This is an optimization exercise on Yosys and OpenROAD, whose aim is small area, not a production implementation. The RTL was checked by simulation tests, not by an equivalence proof against the original design. The clock input has no modelled driver; a real chip could not lean on it and would need a root buffer or a full tree.

==> run A: inputs <==
// PIEZO_reality_and_damedame
module PIEZO_reality_and_damedame(RESETN, CLK_1MHZ, A, T, SONG);
Settings: LEC_CHECK=0, ABC_AREA=1, CAP_MARGIN=20, CORE_MARGIN=2, CORE_UTILIZATION=40, SLEW_MARGIN=20; clock period 10.0 ns.
standard.sh (not shown) runs the stock make flow with config.mk's settings and CLKGATE_MAP_FILE= SYNTH_SCRIPT=/design/flow/synth_recipe.tcl, a recipe that flattens the netlist after the stock synthesis.
==> flow/flow/run.sh <==
#!/bin/bash
# The standard layout (standard.sh) with two synthesis changes, both in the
# combinational mapping only (registers are mapped before either step, so they
# are the standard synthesis's registers, same names and cell types):
#  - ABC maps with an area-oriented script (flow/abc_area.script) in place of
#    ORFS's delay-oriented one;
#  - Yosys's half/full-adder extraction (extract_fa) is skipped, so ABC sees
#    the adder logic as plain gates.
# and one layout change: clock tree synthesis runs with the arguments in
# flow/cts_args.txt (no dummy loads on the clock tree's leaves).
# Every other step is ORFS's own, run through standard.sh's make command.
set -euo pipefail
HERE=$(pwd)
rm -rf "$HERE/scripts_custom"
cp -r "$FLOW_HOME/scripts" "$HERE/scripts_custom"
cp "$HERE/flow/abc_area.script" "$HERE/scripts_custom/abc_area.script"
awk '/# extract the full adders/ {skip=1} /dont_use_after_adder_step/ {skip=0} !skip' \
  "$FLOW_HOME/scripts/synth.tcl" > "$HERE/scripts_custom/synth.tcl"
! grep -q extract_fa "$HERE/scripts_custom/synth.tcl"
CTS_ARGS=$(cat "$HERE/flow/cts_args.txt")
sed "s|make -C \([^ ]*\) |make -C \1 SCRIPTS_DIR=$HERE/scripts_custom ABC_AREA=1 CTS_ARGS='$CTS_ARGS' |" standard.sh > custom.sh
grep -q "SCRIPTS_DIR=$HERE/scripts_custom" custom.sh
bash custom.sh synth > synth.log 2>&1
bash custom.sh > layout.log 2>&1
test -s out/final.def
==> flow/flow/abc_area.script <==
strash
dc2
balance
rewrite
refactor
balance
rewrite
rewrite -z
balance
refactor -z
rewrite -z
balance
dch -f
amap
==> flow/flow/cts_args.txt <==
-sink_clustering_enable -repair_clock_nets -dont_use_dummy_load -sink_clustering_size 50 -sink_clustering_max_diameter 500 -wire_unit 100
==> inputs of run Y, as changes to run A <==
--- a/flow/flow/run.sh
+++ b/flow/flow/run.sh
@@ -6,8 +6,10 @@
 #    ORFS's delay-oriented one;
 #  - Yosys's half/full-adder extraction (extract_fa) is skipped, so ABC sees
 #    the adder logic as plain gates.
-# and one layout change: clock tree synthesis runs with the arguments in
-# flow/cts_args.txt (no dummy loads on the clock tree's leaves).
+# and one layout change: the clock tree is flow/clock_buffer.tcl (the clock
+# port drives three clkbuf_8 cells, each driving a third of the flip-flops)
+# in place of TritonCTS's H-tree; the rest of ORFS's CTS step (timing
+# repair, legalisation) runs as usual.
 # Every other step is ORFS's own, run through standard.sh's make command.
 set -euo pipefail
 HERE=$(pwd)
@@ -17,8 +19,12 @@
 awk '/# extract the full adders/ {skip=1} /dont_use_after_adder_step/ {skip=0} !skip' \
   "$FLOW_HOME/scripts/synth.tcl" > "$HERE/scripts_custom/synth.tcl"
 ! grep -q extract_fa "$HERE/scripts_custom/synth.tcl"
-CTS_ARGS=$(cat "$HERE/flow/cts_args.txt")
-sed "s|make -C \([^ ]*\) |make -C \1 SCRIPTS_DIR=$HERE/scripts_custom ABC_AREA=1 CTS_ARGS='$CTS_ARGS' |" standard.sh > custom.sh
+# clock tree: flow/clock_buffer.tcl in place of TritonCTS's clock_tree_synthesis
+grep -q '^log_cmd clock_tree_synthesis {\*}\$cts_args$' "$FLOW_HOME/scripts/cts.tcl"
+sed "s|^log_cmd clock_tree_synthesis {\*}\$cts_args$|source $HERE/flow/clock_buffer.tcl|" \
+  "$FLOW_HOME/scripts/cts.tcl" > "$HERE/scripts_custom/cts.tcl"
+grep -q "source $HERE/flow/clock_buffer.tcl" "$HERE/scripts_custom/cts.tcl"
+sed "s|make -C \([^ ]*\) |make -C \1 SCRIPTS_DIR=$HERE/scripts_custom ABC_AREA=1 |" standard.sh > custom.sh
 grep -q "SCRIPTS_DIR=$HERE/scripts_custom" custom.sh
 bash custom.sh synth > synth.log 2>&1
 bash custom.sh > layout.log 2>&1
==> flow/flow/clock_buffer.tcl (new file) <==
# Clock buffering in place of TritonCTS's H-tree, for this small design: the
# clock port drives nx * ny clock buffers; the flip-flops are split into an
# nx-by-ny grid of equal-sized groups (by x, then by y within each column) and
# each group is driven by one buffer placed at the group's centroid.
set nx 2
set ny 2
set bufcell sky130_fd_sc_hd__buf_12
set block [ord::get_db_block]
set db [ord::get_db]
set clk_port_net [$block findNet CLK_1MHZ]
set master [$db findMaster $bufcell]
set sinks {}
foreach it [$clk_port_net getITerms] {
  set xy [$it getAvgXY]
  lappend sinks [list [lindex $xy 1] [lindex $xy 2] $it]
}
set sinks [lsort -real -index 0 $sinks]
set n [llength $sinks]
puts "clock_buffer: $n sinks, [expr {$nx * $ny}] x $bufcell"
set b 0
for {set i 0} {$i < $nx} {incr i} {
  set col [lrange $sinks [expr {$i * $n / $nx}] [expr {($i + 1) * $n / $nx - 1}]]
  set col [lsort -real -index 1 $col]
  set m [llength $col]
  for {set j 0} {$j < $ny} {incr j} {
    set grp [lrange $col [expr {$j * $m / $ny}] [expr {($j + 1) * $m / $ny - 1}]]
    set inst [odb::dbInst_create $block $master "clkbuf_${b}_CLK_1MHZ"]
    set net [odb::dbNet_create $block "clknet_${b}_CLK_1MHZ"]
    $net setSigType CLOCK
    set sx 0; set sy 0
    foreach s $grp {
      set it [lindex $s 2]
      $it disconnect
      $it connect $net
      set sx [expr {$sx + [lindex $s 0]}]
      set sy [expr {$sy + [lindex $s 1]}]
    }
    [$inst findITerm A] connect $clk_port_net
    [$inst findITerm X] connect $net
    $inst setLocation [expr {int($sx / [llength $grp])}] [expr {int($sy / [llength $grp])}]
    $inst setPlacementStatus PLACED
    incr b
  }
}
$clk_port_net setSigType CLOCK
set_propagated_clock [all_clocks]
removed: flow/flow/cts_args.txt
==> results.json <==
{
  "status": "complete, no violations",
  "cts.sinks": 82,
  "clock_power_uw": 335,
  "grt_use_met1_pct": 26.49,
  "wl_per_cell_um": 13.31,
  "num-clock-buffers": 13,
  "finClkSkew_ns": 0.01939,
  "hold_start": "s1[6]$_SDFF_PP0_",
  "wl_met3_um": 479
}
# the run above: run A

==> results.json <==
{
  "clock_power_uw": 144,
  "grt_use_met1_pct": 26.16,
  "p_total_uw": 508.4,
  "status": "complete, no violations",
  "finClkSkew_ns": 0.01120,
  "hold_start": "s1[14]$_SDFF_PP0_",
  "wl_per_cell_um": 13.37
}
# the run above: run Y

The clock cells of run Y come from the design's own scripts or RTL, not from TritonCTS.

[static timing again, ports no longer ideal]
In the flow no input, the clock included, has a driving cell. The finished layouts below were timed again as built, in two steps.
Step 1 sets driving cells, clkbuf_16 on the clock port and buf_2 on the other inputs (assumed; they add their load-dependent delay and slew).
Step 2 also shifts input and output timing later by t, the mid clock arrival at the registers, as if the neighbouring blocks saw the same clock.
a / b / c = ideal ports / drivers / drivers and shift; a / b = the first two.
run | t (ns) | slack for setup (ns) | worst setup path at the end
run A | 0.443 | 4.647 / 4.622 / 4.622 | input to output
run Y | 0.198 | 4.647 / 4.622 / 4.622 | input to output
After both steps every run listed still meets setup and hold.
